Source: an optimization exercise on an open RTL-to-GDS flow (aim: small area). Production flows keep margins and buffers that such runs may drop. At most, simulation tests tie the RTL to the original design; equivalence was not proved. No driver is modelled on the clock port, so clock power and skew are understated where the tree is cut down; a real chip needs a root buffer or a tree.

## main
==> module debounce, before the edit <==
module debounce(
    input  logic clk,
    input  logic nReset,
    input  logic raw,
    output logic debounced
);
    logic [3:0] counter;
    logic       last_raw;
    always_ff @(posedge clk, negedge nReset) begin
        if (!nReset)
            counter <= '0;
        else if (raw != last_raw)
            counter <= '0;
        else
            counter <= counter + 1'b1;
    end
    always_ff @(posedge clk, negedge nReset) begin
        if (!nReset) begin
            last_raw  <= 1'b0;
            debounced <= 1'b0;
        end else begin
            last_raw <= raw;
            if (raw == last_raw && counter == 4'd15)
                debounced <= raw;
        end
    end
endmodule
==> module controller, before the edit <==
module controller(
    output logic       load_W,       
    output logic       load_Ra,      
    output logic       clr_B,        
    output logic       step, first, last,   
    output logic [2:0] k,            
    output logic       show,         
    output logic [1:0] sel,          
    input  logic       Clock,
    input  logic       nReset,
    input  logic       ReadyIn       
);
    logic [4:0] state, next;
    assign next[0] = (!state[0] & !state[1] & !ReadyIn) | (!state[0] & state[1] & !state[3] & ReadyIn) | (!state[0] & !state[3] & state[4]) | (state[0] & state[1] & !state[2] & state[3]) | (!state[1] & state[2] & state[3]) | (!state[1] & state[3] & !ReadyIn) | (!state[0] & state[2] & state[3] & ReadyIn);
    assign next[1] = (state[0] & !state[1] & !state[3]) | (!state[0] & state[1] & !state[3]) | (state[0] & !state[1] & ReadyIn) | (!state[0] & state[1] & !state[4]) | (!state[1] & state[2] & state[3]);
    assign next[2] = (state[0] & state[1] & !state[2]) | (state[0] & !state[1] & state[2]) | (!state[0] & state[2] & !state[3]) | (!state[0] & state[1] & state[3] & !ReadyIn) | (!state[0] & state[2] & !state[4]) | (state[1] & !state[2] & state[3] & state[4]);
    assign next[3] = (state[0] & state[1] & state[2] & !state[3]) | (!state[0] & state[3]) | (!state[2] & state[3]) | (!state[1] & state[3]);
    assign next[4] = (!state[3] & state[4]) | (!state[1] & state[4]) | (!state[2] & state[4]) | (state[0] & state[1] & state[3] & !state[4]);
    always_ff @(posedge Clock, negedge nReset) begin
        if (!nReset)
            state <= 5'd8;    
        else
            state <= next;
    end
    assign load_W  = (!state[2] & state[3] & !state[4]);
    assign load_Ra = (state[3] & !state[4]) | (!state[0] & !state[2] & state[3]);
    assign clr_B   = (state[3] & !state[4]);
    assign step    = (!state[3] & state[4]);
    assign first   = (!state[0] & !state[1] & !state[2]);
    assign last    = (state[0] & state[1] & state[2]);
    assign k       = state[2:0];
    assign show    = (!state[3] & !state[4]);
    assign sel[0]  = (state[1]);
    assign sel[1]  = (state[2]);
endmodule
==> module datapath, before the edit <==
module datapath (
    output logic [7:0] result,
    input  logic [7:0] dataIn,
    input  logic       Clock,
    input  logic       load_W, load_Ra, clr_B,
    input  logic       step, first, last,
    input  logic [2:0] k,
    input  logic       show,
    input  logic [1:0] sel
);
    logic [2:0] idx;
    logic [7:0] Re_A, Re_B;
    logic       inexact;
    logic [7:0] m2;
    logic       exact;
    signed_mult mult_inst(.m2(m2), .exact(exact), .address(idx));
    logic       wneg, wzero;
    mem mem_inst(.neg(wneg), .zero(wzero), .im(sel[0]), .address(idx));
    logic       t, ceil_b, bit_b, cin, cout;
    logic [7:0] opa, opb, sum;
    assign t      = sel[1] ^ wneg;                     
    assign ceil_b = wneg & inexact & idx[0];           
    assign bit_b  = Re_A[k];                           
    assign opa    = step ? (bit_b ? (last ? ~m2 : m2) : 8'd0) :
                    sel[0] ? 8'd0 : Re_A;
    assign opb    = step ? Re_B :
                    wzero ? 8'd0 : (Re_B ^ {8{t}});
    assign cin    = step ? (last ? bit_b : exact) : (!wzero & (t ^ ceil_b));
    adder add_inst(.result(sum), .cout(cout), .a(opa), .b(opb), .cin(cin));
    always_ff @(posedge Clock) begin
        if (load_W) idx <= dataIn[2:0];
        if (step) inexact <= |Re_A[6:0];
        if (load_Ra) Re_A <= dataIn;
        if (clr_B)     Re_B <= 8'd0;
        else if (step) Re_B <= {cout ^ (last & bit_b), sum[7:1]};
    end
    assign result = show ? sum : 8'd0;
endmodule
==> module fft_butterfly, before the edit <==
module fft_butterfly(
    output logic [7:0] result,
    input  logic       Clock,
    input  logic       nReset,
    input  logic       ReadyIn,
    input  logic [7:0] dataIn
);
    logic debouncedReady;
    logic load_W, load_Ra, clr_B, step, first, last, show;
    logic [2:0] k;
    logic [1:0] sel;
    debounce debouncer (
        .clk(Clock), .nReset(nReset), .raw(ReadyIn), .debounced(debouncedReady)
    );
    controller ctrl (
        .load_W(load_W), .load_Ra(load_Ra), .clr_B(clr_B),
        .step(step), .first(first), .last(last), .k(k),
        .show(show), .sel(sel),
        .Clock(Clock), .nReset(nReset), .ReadyIn(debouncedReady)
    );
    datapath datapath_inst (
        .result(result), .dataIn(dataIn), .Clock(Clock),
        .load_W(load_W), .load_Ra(load_Ra), .clr_B(clr_B),
        .step(step), .first(first), .last(last), .k(k),
        .show(show), .sel(sel)
    );
endmodule
clock: 10.0 ns
lec_check: 0
cap_margin: 20
core_margin: 2
core_utilization: 40
slew_margin: 20
standard.sh (not shown) runs the stock make flow with config.mk's settings and CLKGATE_MAP_FILE= SYNTH_SCRIPT=/design/flow/synth_recipe.tcl, a recipe that flattens the netlist after the stock synthesis.
==> flow/flow/run.sh <==
#!/bin/bash
# Layout flow: the standard flow, with
#  - the smallest buffer on the ports;
#  - a one-level clock tree (flow/clock_tree.tcl) in place of ORFS's CTS,
#    with as few buffers as keep the estimated worst clock-pin slew under
#    flow/slew_target (ns).
# ORFS logs each step under orfs/logs; make's output goes to flow_*.log and
# the clock tree step's to clock_tree.log, here.
set -euo pipefail
W=$PWD
F=$W/flow
sed "s#^source \$::env(SCRIPTS_DIR)/synth_preamble.tcl\$#&\nlset abc_args 1 $F/abc_area.script#" \
    "$FLOW_HOME/scripts/synth.tcl" > synth_core.tcl
sed "s#^source \$::env(SCRIPTS_DIR)/synth.tcl\$#source $W/synth_core.tcl#" \
    synth_recipe.tcl > synth_area.tcl
grep -q "lset abc_args 1" synth_core.tcl
grep -q "synth_core.tcl" synth_area.tcl
VARS=("SYNTH_SCRIPT=$W/synth_area.tcl" "BUFFER_PORTS_ARGS=-buffer_cell sky130_fd_sc_hd__buf_1")
bash standard.sh "${VARS[@]}" place > flow_place.log 2>&1
export RESULTS=$W/orfs/results/sky130hd/fft_butterfly/base
export SLEW_TARGET=$(cat "$F/slew_target")
openroad -no_init -exit "$F/clock_tree.tcl" > clock_tree.log 2>&1
bash standard.sh "${VARS[@]}" finish > flow_finish.log 2>&1
Other scripts of this flow, unchanged in this note and not shown: flow/flow/abc_area.script, flow/flow/clock_tree.tcl, flow/flow/slew_target
main closes out successfully: all stages finished, all timing, DRC and antenna checks passed.
What the feature branch does differently from main at the input level:
==> flow/design.v, changed modules only <==
module debounce(
    input  logic clk,
    input  logic nReset,
    input  logic raw,
    output logic debounced
);
    logic [3:0] counter;
    logic       last_raw;
    always_ff @(posedge clk) begin
        if (raw != last_raw)
            counter <= '0;
        else
            counter <= counter + 1'b1;
    end
    always_ff @(posedge clk, negedge nReset) begin
        if (!nReset) begin
            last_raw  <= 1'b0;
            debounced <= 1'b0;
        end else begin
            last_raw <= raw;
            if (raw == last_raw && counter == 4'd15)
                debounced <= raw;
        end
    end
endmodule
module controller(
    output logic       load_W,       
    output logic       load_Ra,      
    output logic       step, first, last,   
    output logic [2:0] k,            
    output logic       show,         
    output logic [1:0] sel,          
    input  logic       Clock,
    input  logic       nReset,
    input  logic       ReadyIn       
);
    logic [4:0] state, next;
    assign next[0] = (!state[0] & !state[1] & !ReadyIn) | (!state[0] & state[1] & !state[3] & ReadyIn) | (!state[0] & !state[3] & state[4]) | (!state[0] & state[1] & state[4]) | (!state[1] & state[3] & !ReadyIn) | (!state[1] & state[2] & state[3]) | (!state[0] & state[2] & state[3] & ReadyIn);
    assign next[1] = (state[0] & !state[1] & !state[3]) | (!state[0] & state[1]) | (state[0] & !state[1] & state[2]) | (state[0] & !state[1] & ReadyIn);
    assign next[2] = (state[0] & state[1] & !state[2]) | (!state[1] & state[2]) | (!state[0] & state[2]) | (!state[0] & state[1] & state[3] & !state[4] & !ReadyIn);
    assign next[3] = (state[0] & state[1] & state[2] & !state[3]) | (!state[0] & state[3]) | (!state[2] & state[3]) | (!state[1] & state[3]);
    assign next[4] = (!state[3] & state[4]) | (!state[1] & state[4]) | (!state[2] & state[4]) | (state[0] & state[1] & state[3] & !state[4]);
    always_ff @(posedge Clock, negedge nReset) begin
        if (!nReset)
            state <= 5'd8;    
        else
            state <= next;
    end
    assign load_W  = (!state[2] & state[3] & !state[4]);
    assign load_Ra = (state[3] & !state[4]) | (!state[0] & !state[2] & state[3]);
    assign step    = (!state[3] & state[4]);
    assign first   = (!state[0] & !state[1] & !state[2]);
    assign last    = (state[0] & state[1] & state[2]);
    assign k       = state[2:0];
    assign show    = (!state[3] & !state[4]);
    assign sel[0]  = (state[1]);
    assign sel[1]  = (state[2]);
endmodule
module datapath (
    output logic [7:0] result,
    input  logic [7:0] dataIn,
    input  logic       Clock,
    input  logic       load_W, load_Ra,
    input  logic       step, first, last,
    input  logic [2:0] k,
    input  logic       show,
    input  logic [1:0] sel
);
    logic [2:0] idx;
    logic [7:0] Re_A, Re_B;
    logic       inexact;
    logic [7:0] m2;
    logic       exact;
    signed_mult mult_inst(.m2(m2), .exact(exact), .address(idx));
    logic       wneg, wzero;
    mem mem_inst(.neg(wneg), .zero(wzero), .im(sel[0]), .address(idx));
    logic       t, ceil_b, bit_b, cin, cout;
    logic [7:0] opa, opb, sum;
    assign t      = sel[1] ^ wneg;                     
    assign ceil_b = wneg & inexact & idx[0];           
    assign bit_b  = Re_A[k];                           
    assign opa    = step ? (bit_b ? (last ? ~m2 : m2) : 8'd0) :
                    sel[0] ? 8'd0 : Re_A;
    assign opb    = step ? (first ? 8'd0 : Re_B) :
                    wzero ? 8'd0 : (Re_B ^ {8{t}});
    assign cin    = step ? (last ? bit_b : exact) : (!wzero & (t ^ ceil_b));
    adder add_inst(.result(sum), .cout(cout), .a(opa), .b(opb), .cin(cin));
    always_ff @(posedge Clock) begin
        if (load_W) idx <= dataIn[2:0];
        if (step) inexact <= |Re_A[6:0];
        if (load_Ra) Re_A <= dataIn;
        if (step) Re_B <= {cout ^ (last & bit_b), sum[7:1]};
    end
    assign result = show ? sum : 8'd0;
endmodule
module fft_butterfly(
    output logic [7:0] result,
    input  logic       Clock,
    input  logic       nReset,
    input  logic       ReadyIn,
    input  logic [7:0] dataIn
);
    logic debouncedReady;
    logic load_W, load_Ra, step, first, last, show;
    logic [2:0] k;
    logic [1:0] sel;
    debounce debouncer (
        .clk(Clock), .nReset(nReset), .raw(ReadyIn), .debounced(debouncedReady)
    );
    controller ctrl (
        .load_W(load_W), .load_Ra(load_Ra),
        .step(step), .first(first), .last(last), .k(k),
        .show(show), .sel(sel),
        .Clock(Clock), .nReset(nReset), .ReadyIn(debouncedReady)
    );
    datapath datapath_inst (
        .result(result), .dataIn(dataIn), .Clock(Clock),
        .load_W(load_W), .load_Ra(load_Ra),
        .step(step), .first(first), .last(last), .k(k),
        .show(show), .sel(sel)
    );
endmodule
- Compared with main, in the feature branch final worst-path setup slack rose by 0.30 ns; CTS clock-pin slew for the worst setup and hold paths fell by 0.03 ns; synthesized-area fraction occupied by ao, oa, aoi and oai cells fell by 6.0 points.
- Summary of the feature branch over main: sequential area share after synthesis picked up an extra 5.0 points; wire length down 12%; ratio of routed vias to standard cells shrank by about 4.6%.
In every run of this note, the design's own scripts or RTL, not TritonCTS, make the clock network.

## the previous run
The RTL this note starts from:
==> flow/design.v <==
module adder(output logic [7:0] result,
             output logic       cout,
             input  logic [7:0] a, b,
             input  logic       cin
);
    logic [8:0] c;
    assign c[0] = cin;
    for (genvar i = 0; i < 8; i++) begin : g_fa
        assign result[i] = a[i] ^ b[i] ^ c[i];
        assign c[i+1]    = (a[i] & b[i]) | (a[i] & c[i]) | (b[i] & c[i]);
    end
    assign cout = c[8];
endmodule
module signed_mult(output logic [7:0] m2,
                   output logic       exact,    
                   input  logic [2:0] address
);
    assign exact = !address[0] & (address[1] ^ address[2]);
    assign m2    = address[0] ? 8'd182 : {7'b1111111, exact};
endmodule
module mem (
    output logic neg,           
    output logic zero,          
    input  logic im,            
    input  logic [2:0] address
);
    always_comb begin
        case ({im, address})
            4'b0_000: begin neg = 0; zero = 0; end
            4'b0_001: begin neg = 0; zero = 0; end
            4'b0_010: begin neg = 0; zero = 1; end
            4'b0_011: begin neg = 1; zero = 0; end
            4'b0_100: begin neg = 1; zero = 0; end
            4'b0_101: begin neg = 1; zero = 0; end
            4'b0_110: begin neg = 0; zero = 0; end
            4'b0_111: begin neg = 0; zero = 0; end
            4'b1_000: begin neg = 0; zero = 1; end
            4'b1_001: begin neg = 1; zero = 0; end
            4'b1_010: begin neg = 1; zero = 0; end
            4'b1_011: begin neg = 1; zero = 0; end
            4'b1_100: begin neg = 0; zero = 1; end
            4'b1_101: begin neg = 0; zero = 0; end
            4'b1_110: begin neg = 0; zero = 0; end
            default:  begin neg = 0; zero = 0; end
        endcase
    end
endmodule
module debounce(
    input  logic clk,
    input  logic nReset,
    input  logic raw,
    output logic debounced
);
    logic [3:0] counter;
    logic       last_raw;
    always_ff @(posedge clk) begin
        if (raw != last_raw)
            counter <= '0;
        else
            counter <= counter + 1'b1;
    end
    always_ff @(posedge clk, negedge nReset) begin
        if (!nReset) begin
            last_raw  <= 1'b0;
            debounced <= 1'b0;
        end else begin
            last_raw <= raw;
            if (raw == last_raw && counter == 4'd15)
                debounced <= raw;
        end
    end
endmodule
module controller(
    output logic       load_W, load_B, load_A,
    output logic       step, first, last,   
    output logic [2:0] k,            
    output logic       show,         
    output logic [1:0] sel,          
    input  logic       Clock,
    input  logic       nReset,
    input  logic       ReadyIn       
);
    localparam logic [4:0]
        IDLE   = 5'd8,
        WAITW  = 5'd9,
        READW  = 5'd10,
        WAITB  = 5'd14,
        READB  = 5'd15,
        S0     = 5'd16,
        S1     = 5'd17,
        S2     = 5'd18,
        S3     = 5'd19,
        S4     = 5'd20,
        S5     = 5'd21,
        S6     = 5'd22,
        S7     = 5'd23,
        WB0    = 5'd24,
        WAITA  = 5'd25,
        READA  = 5'd26,
        C1     = 5'd28,
        C2     = 5'd27,
        C3     = 5'd29,
        DREY0  = 5'd31,
        DREY   = 5'd0,
        DIMY1  = 5'd1,
        DIMY   = 5'd2,
        DREZ1  = 5'd3,
        DREZ   = 5'd4,
        DIMZ1  = 5'd5,
        DIMZ   = 5'd6,
        IDLEZ  = 5'd7;
    logic [4:0] state, next;
    always_comb begin
        case (state)
            IDLE  : next = !ReadyIn ? WAITW : IDLE;
            WAITW : next = ReadyIn ? READW : WAITW;
            READW : next = !ReadyIn ? WAITB : READW;
            WAITB : next = ReadyIn ? READB : WAITB;
            READB : next = S0;
            S0    : next = S1;
            S1    : next = S2;
            S2    : next = S3;
            S3    : next = S4;
            S4    : next = S5;
            S5    : next = S6;
            S6    : next = S7;
            S7    : next = WB0;
            WB0   : next = !ReadyIn ? WAITA : WB0;
            WAITA : next = ReadyIn ? READA : WAITA;
            READA : next = C1;
            C1    : next = C2;
            C2    : next = C3;
            C3    : next = DREY0;
            DREY0 : next = DREY;
            DREY  : next = !ReadyIn ? DIMY1 : DREY;
            DIMY1 : next = DIMY;
            DIMY  : next = ReadyIn ? DREZ1 : DIMY;
            DREZ1 : next = DREZ;
            DREZ  : next = !ReadyIn ? DIMZ1 : DREZ;
            DIMZ1 : next = DIMZ;
            DIMZ  : next = ReadyIn ? IDLEZ : DIMZ;
            IDLEZ : next = IDLE;
            default: next = 5'bx;
        endcase
    end
    always_ff @(posedge Clock, negedge nReset) begin
        if (!nReset)
            state <= IDLE;
        else
            state <= next;
    end
    assign load_W = (state == READW);
    assign load_B = (state == READB);
    assign load_A = (state == READA);
    assign step   = (state[4:3] == 2'd2);
    assign first  = (state == S0);
    assign last   = (state == S7);
    assign k      = state[2:0];
    always_comb begin
        case (state)
            DREY  : begin show = 1'b1; sel = 2'd0; end
            DIMY1 : begin show = 1'b1; sel = 2'd0; end
            DIMY  : begin show = 1'b1; sel = 2'd1; end
            DREZ1 : begin show = 1'b1; sel = 2'd1; end
            DREZ  : begin show = 1'b1; sel = 2'd2; end
            DIMZ1 : begin show = 1'b1; sel = 2'd2; end
            DIMZ  : begin show = 1'b1; sel = 2'd3; end
            IDLEZ : begin show = 1'b1; sel = 2'd3; end
            default: begin show = 1'b0; sel = 2'bx; end
        endcase
    end
endmodule
module datapath (
    output logic [7:0] result,
    input  logic [7:0] dataIn,
    input  logic       Clock,
    input  logic       load_W, load_B, load_A,
    input  logic       step, first, last,
    input  logic [2:0] k,
    input  logic       show,
    input  logic [1:0] sel
);
    logic [2:0] idx;
    logic [7:0] Re_A, Re_B;
    logic       inexact;
    logic [7:0] m2;
    logic       exact;
    signed_mult mult_inst(.m2(m2), .exact(exact), .address(idx));
    logic       wneg, wzero;
    mem mem_inst(.neg(wneg), .zero(wzero), .im(sel[0]), .address(idx));
    logic       use_b, t, ceil_b, bit_b, cin, cout;
    logic [7:0] opa, opb, sum;
    assign use_b  = show & !wzero;
    assign t      = use_b & (sel[1] ^ wneg);           
    assign ceil_b = wneg & inexact & idx[0];           
    assign bit_b  = step & Re_A[k];                    
    assign opa    = (show & !sel[0]) ? Re_A :
                    bit_b ? (last ? ~m2 : m2) : 8'd0;
    assign opb    = (use_b | (step & !first)) ? (Re_B ^ {8{t}}) : 8'd0;
    assign cin    = (use_b & (t ^ ceil_b)) | (step & (last ? bit_b : exact));
    adder add_inst(.result(sum), .cout(cout), .a(opa), .b(opb), .cin(cin));
    always_ff @(posedge Clock) begin
        if (load_W) idx <= dataIn[2:0];
        if (first) inexact <= |Re_A[6:0];
        if (load_B | load_A) Re_A <= dataIn;
        if (step) Re_B <= {cout ^ (last & bit_b), sum[7:1]};
    end
    assign result = show ? sum : 8'd0;
endmodule
module fft_butterfly(
    output logic [7:0] result,
    input  logic       Clock,
    input  logic       nReset,
    input  logic       ReadyIn,
    input  logic [7:0] dataIn
);
    logic debouncedReady;
    logic load_W, load_B, load_A, step, first, last, show;
    logic [2:0] k;
    logic [1:0] sel;
    debounce debouncer (
        .clk(Clock), .nReset(nReset), .raw(ReadyIn), .debounced(debouncedReady)
    );
    controller ctrl (
        .load_W(load_W), .load_B(load_B), .load_A(load_A),
        .step(step), .first(first), .last(last), .k(k),
        .show(show), .sel(sel),
        .Clock(Clock), .nReset(nReset), .ReadyIn(debouncedReady)
    );
    datapath datapath_inst (
        .result(result), .dataIn(dataIn), .Clock(Clock),
        .load_W(load_W), .load_B(load_B), .load_A(load_A),
        .step(step), .first(first), .last(last), .k(k),
        .show(show), .sel(sel)
    );
endmodule
==> flow/config.mk <==
export PLATFORM = sky130hd
export DESIGN_NAME = fft_butterfly
export DESIGN_NICKNAME = fft_butterfly
export VERILOG_FILES = /design/flow/design.v
export SDC_FILE = /design/flow/constraint.sdc
export NUM_CORES = 4
export LEC_CHECK = 0
export CAP_MARGIN = 20
export CORE_MARGIN = 2
export CORE_UTILIZATION = 40
export SLEW_MARGIN = 20
==> flow/constraint.sdc <==
create_clock -name core_clock -period 10.0 [get_ports {Clock}]
set_input_delay 2.0000 -clock core_clock [delete_from_list [all_inputs] [get_ports {Clock}]]
set_output_delay 2.0000 -clock core_clock [all_outputs]
set_load 0.01 [all_outputs]
==> flow/flow/run.sh <==
#!/bin/bash
# Layout flow: the standard flow, with
#  - the smallest buffer on the ports;
#  - clock tree synthesis without dummy loads.
# Each tool's output is logged by ORFS under orfs/logs; make's output goes to
# flow.log here.
set -euo pipefail
W=$PWD
F=$W/flow
sed "s#^source \$::env(SCRIPTS_DIR)/synth_preamble.tcl\$#&\nlset abc_args 1 $F/abc_area.script#" \
    "$FLOW_HOME/scripts/synth.tcl" > synth_core.tcl
sed "s#^source \$::env(SCRIPTS_DIR)/synth.tcl\$#source $W/synth_core.tcl#" \
    synth_recipe.tcl > synth_area.tcl
grep -q "lset abc_args 1" synth_core.tcl
grep -q "synth_core.tcl" synth_area.tcl
CTS="-sink_clustering_enable -repair_clock_nets -dont_use_dummy_load"
[ -f "$F/cts_args" ] && CTS=$(cat "$F/cts_args")
bash standard.sh "SYNTH_SCRIPT=$W/synth_area.tcl" \
    "BUFFER_PORTS_ARGS=-buffer_cell sky130_fd_sc_hd__buf_1" \
    "CTS_ARGS=$CTS" finish > flow.log 2>&1
==> flow/flow/abc_area.script <==
&get -n
&st
&syn2
&dch -f
&nf -a -R 1000
&st
&syn2
&dch -f
&nf -a -R 1000
&put
==> flow/flow/cts_args <==
-repair_clock_nets -dont_use_dummy_load -buf_list sky130_fd_sc_hd__clkbuf_4 -root_buf sky130_fd_sc_hd__clkbuf_4 -sink_clustering_enable -sink_clustering_size 64 -sink_clustering_max_diameter 1000
diff inputs: the previous run => the current run
diff --git a/flow/design.v b/flow/design.v
--- a/flow/design.v
+++ b/flow/design.v
@@ -84,7 +84,7 @@
         IDLE   = 5'd8,
         WAITW  = 5'd9,
         READW  = 5'd10,
-        WAITB  = 5'd14,
+        WAITB  = 5'd11,
         READB  = 5'd15,
         S0     = 5'd16,
         S1     = 5'd17,
@@ -97,10 +97,10 @@
         WB0    = 5'd24,
         WAITA  = 5'd25,
         READA  = 5'd26,
-        C1     = 5'd28,
-        C2     = 5'd27,
+        C1     = 5'd27,
+        C2     = 5'd28,
         C3     = 5'd29,
-        DREY0  = 5'd31,
+        DREY0  = 5'd30,
         DREY   = 5'd0,
         DIMY1  = 5'd1,
         DIMY   = 5'd2,
@@ -201,7 +201,7 @@
     adder add_inst(.result(sum), .cout(cout), .a(opa), .b(opb), .cin(cin));
     always_ff @(posedge Clock) begin
         if (load_W) idx <= dataIn[2:0];
-        if (first) inexact <= |Re_A[6:0];
+        if (load_B) inexact <= |dataIn[6:0];
         if (load_B | load_A) Re_A <= dataIn;
         if (step) Re_B <= {cout ^ (last & bit_b), sum[7:1]};
     end
--- outcome ---
met3 wire length, the previous run and the current run, lower one = the current run. Changes observed in the current run relative to the previous run: die area saw an increase; routed wire length grew by 63 um; post-synth design cell area rose about 4%; wire length of the first global-routing pass fell by 4.0%; smallest setup slack after layout shows an increase of 0.57 ns. Diff the previous run -> the current run: core utilization of the finished layout fell 0.99 points, total non-filler cell area in the finished layout rose 81 um2.
No functional check of the RTL was part of the current run.

-- static timing again, ports no longer ideal --
No port has a modelled driver above. Below, the same layouts with a new extraction and two added sets of constraints.
Step 1, drivers: a clkbuf_16 drives Clock and a buf_2 each remaining input, both assumed.
Step 2 times the ports against the registers' clock, not the clock port: input delays grow and output delays shrink by t, the midpoint of the rising clock arrivals with the driver on.
Three values: ideal ports, drivers, drivers and shift; two values: the first two.
| run | shift t [ns] | setup slack, ns | hold WS [ns] | slew at the worst register clock pin (ns) | worst slew at a driven data input, ns |
|---|---|---|---|---|---|
| main | 0.201 | 2.264 / 2.228 / 2.429 | 0.474 / 0.474 / 0.474 | 0.11 / 0.11 | 0.03 |
| the feature branch | 0.194 | 2.567 / 2.525 / 2.718 | 0.456 / 0.456 / 0.456 | 0.10 / 0.10 | 0.03 |
| the previous run | 0.341 | 1.973 / 1.949 / 2.290 | 0.451 / 0.451 / 0.451 | 0.09 / 0.09 | 0.03 |
| the current run | 0.344 | 2.544 / 2.521 / 2.864 | 0.450 / 0.450 / 0.450 | 0.09 / 0.09 | 0.03 |
After both steps setup and hold are still met in every run listed.
